This is an optimization exercise on Yosys and OpenROAD, whose aim is a short achievable clock period, not a production implementation.
Function was checked by simulation only, so behaviour that the tests miss may differ from the original.
No activity file was given, so power comes from the tool's default toggle rates.

==> inputs of 11-02 <==
==> flow/design.v (excerpt) <==
module riscv_core (
	input         clock,
	input         reset,
	output [31:0] PC_out,
	input  [31:0] instr_in,
	output        instr_en,
	output [31:0] data_addr,
	output        ren,
	output        wen,
	output [31:0] data_out,
	input  [31:0] data_in,
	output [3:0]  byte_select,
	input         memReady,
	input         software_interrupt,
	input         timer_interrupt,
	input         external_interrupt
);
Settings: LEC_CHECK=0, CAP_MARGIN=20, CORE_MARGIN=2, CORE_UTILIZATION=32, SLEW_MARGIN=20; clock period 12.5 ns.
standard.sh (not shown) runs the stock make flow with config.mk's settings and CLKGATE_MAP_FILE= SYNTH_SCRIPT=/design/flow/synth_recipe.tcl, a recipe that flattens the netlist after the stock synthesis.
==> flow/flow/run.sh <==
#!/bin/bash
# Layout flow: the standard flow (standard.sh, unchanged synthesis, floorplan,
# placement, CTS and routing) with two changes to how the layout is optimised:
#  - the setup repair steps aim for a larger slack margin, so that repair_timing
#    keeps improving paths that already meet the 12.5 ns clock;
#  - memReady and instr_en, the only input-to-output path, get adjacent pins.
set -euo pipefail
here=$(pwd)
bash standard.sh SETUP_SLACK_MARGIN=7 IO_CONSTRAINTS=$here/flow/io.tcl finish > $here/standard.log 2>&1
==> flow/flow/io.tcl <==
set_io_pin_constraint -group -order -pin_names {memReady instr_en}
==> 11-09 (differences from 11-02) <==
--- a/flow/design.v
+++ b/flow/design.v
@@ -952,52 +952,25 @@
 	end
 	else
 		PC_new = EXMEM_BranchALUOut;
 end
 assign JumpAddress = IFID_PC + signExtend;
-signExtend signExtendUnit (
-	.instr(IF2_instr[31:7]),
-	.imm_i(imm_i),
-	.imm_s(imm_s),
-	.imm_b(imm_b),
-	.imm_u(imm_u),
-	.imm_j(imm_j),
-	.imm_z(imm_z)
-);
-wire [31:0] signExtend_if2;
-SignExtendSelector SignExtendSelector (
-	.out(signExtend_if2),
-	.imm_i(imm_i),
-	.imm_s(imm_s),
-	.imm_b(imm_b),
-	.imm_u(imm_u),
-	.imm_j(imm_j),
-	.imm_z(imm_z),
-	.opcode(IF2_instr[6:0])
-);
-reg [31:0] IFID_imm;
-assign signExtend = IFID_imm;
 wire ifid_clear = bubble_ifid_delayed | bubble_ifid;
 wire [31:0] IFID_instr_d = ifid_clear ? 32'b0 : (write_ifid ? IF2_instr : IFID_instr);
 always @(posedge clock or negedge reset)
 begin
 	if((reset == 1'b0))
 	begin
 		IFID_PC			<= 32'b0;
 		IFID_instr		<= 32'b0;
-		IFID_imm		<= 32'b0;
 	end
 	else begin
 		IFID_instr <= IFID_instr_d;
-		if (ifid_clear) begin
+		if (ifid_clear)
 			IFID_PC			<= 32'hffffffff;
-			IFID_imm		<= 32'b0;
-		end
-		else if (write_ifid == 1'b1) begin
+		else if (write_ifid == 1'b1)
 			IFID_PC			<= PC_IF2;
-			IFID_imm		<= signExtend_if2;
-		end
 	end
 end
 assign opcode		= IFID_instr[6:0];
 assign funct3		= IFID_instr[14:12];
 assign funct7		= IFID_instr[31:25];
@@ -1017,10 +990,19 @@
 			csr_write_allowed = (instr_rs1 != 5'b0);
 	end
 	else
 		csr_write_allowed = 1'b0;
 end
+signExtend signExtendUnit (
+	.instr(IFID_instr[31:7]),
+	.imm_i(imm_i),
+	.imm_s(imm_s),
+	.imm_b(imm_b),
+	.imm_u(imm_u),
+	.imm_j(imm_j),
+	.imm_z(imm_z)
+);
 RegFile cpu_regs (
 	.clock(clock),
 	.reset(reset),
 	.raA(instr_rs1),
 	.raB(instr_rs2),
@@ -1028,10 +1010,20 @@
 	.wen(MEMWB_RegWrite),
 	.wd(MEMWB_wRegData),
 	.rdA(rdA),
 	.rdB(rdB)
 );
+SignExtendSelector SignExtendSelector (
+	.out(signExtend),
+	.imm_i(imm_i),
+	.imm_s(imm_s),
+	.imm_b(imm_b),
+	.imm_u(imm_u),
+	.imm_j(imm_j),
+	.imm_z(imm_z),
+	.opcode(opcode)
+);
 localparam NOPS = 13;
 localparam O_ADD = 0, O_SUB = 1, O_XOR = 2, O_OR = 3, O_AND = 4, O_SLL = 5, O_SRL = 6,
            O_SRA = 7, O_SLT = 8, O_SLTU = 9, O_SUBU = 10, O_LUI = 11, O_CLEAR = 12;
 wire [3:0] ALUOp_id;
 wire csr_imm_id;
==> flow/run.sh (new file) <==
#!/bin/bash
# synth_recipe.tcl (not shown) runs the flow's synth.tcl, then flattens the netlist and writes it again
# the make line also repeats each setting of config.mk as NAME=value (left out here)
make -C /OpenROAD-flow-scripts/flow DESIGN_CONFIG=/design/flow/config.mk WORK_HOME=/design/flow/orfs CLKGATE_MAP_FILE= SYNTH_SCRIPT=/design/flow/synth_recipe.tcl finish
- CORE_UTILIZATION: 32 -> 45
- PLACE_DENSITY: default -> 0.65
- SETUP_SLACK_MARGIN: default -> 5
removed: flow/flow/run.sh
removed: flow/flow/io.tcl
removed: flow/standard.sh
==> impl_metrics.py <==
metrics = {
    "worst_setup_path": {
        "regToRegSetupSlack_ns": 4.87,
        "r2r_cells": 23,
    },
    "synthesis": {
        "yosysSeqAreaShare_pct": 40.8,
        "yosysTopAreaCellShare_pct": 40.6,
    },
    "clocking": {
        "clkLatencyLatePin_ns": 0.98,
        "cts_buffers": 222,
    },
    "cells_and_area": {
        "multiInputGateArea_mm2": 0.0679,
        "nFlopsAndLatches": 2001,
    },
    "die": {
        "fp.coreArea_mm2": 0.271,
    },
    "sta": {
        "tightest_slew_ns": 1.29,
        "fin_worst_skew_ns": 0.105,
    },
    "pwr": {
        "sw_frac_of_total_pct": 46.4,
    },
    "status": {
        "status": "no timing/DRC/antenna violations",
    },
}
The numbers above come from 11-09.

==> impl_metrics.py <==
metrics = {
    "status": {
        "status": "no timing/DRC/antenna violations",
    },
    "synthesis": {
        "yosysSeqAreaShare_pct": 41.3,
        "yosysTopAreaCellShare_pct": 41.0,
    },
    "sta": {
        "fin_worst_skew_ns": 0.141,
        "tightest_slew_ns": 1.37,
    },
    "cells_and_area": {
        "multiInputGateArea_mm2": 0.0698,
    },
    "worst_setup_path": {
        "r2r_cells": 26,
        "regToRegSetupSlack_ns": 6.20,
    },
}
The numbers above come from 11-02.

==> port drivers added, routing unchanged <==
No port has a modelled driver above. Below, the same layouts with a new extraction and two added sets of constraints. Step 1 assumes that a clkbuf_16 drives the clock port and a buf_2 every other input. Step 2 times the ports against the registers' clock, not the clock port: input delays grow and output delays shrink by t, the midpoint of the rising clock arrivals with the driver on. a / b / c = no drivers / after step 1 / after step 2; a / b = the first two.
run | t, ns | slack for setup (ns) | worst data-port slew with drivers (ns)
11-02 | 1.023 | 6.198 / 6.198 / 5.277 | 0.35
11-09 | 1.052 | 4.873 / 4.873 / 4.320 | 0.08
After both steps every run listed still meets setup and hold. For 11-02, which loses most, drivers alone change the setup slack by 0.000 ns; drivers and shift together by -0.921 ns.
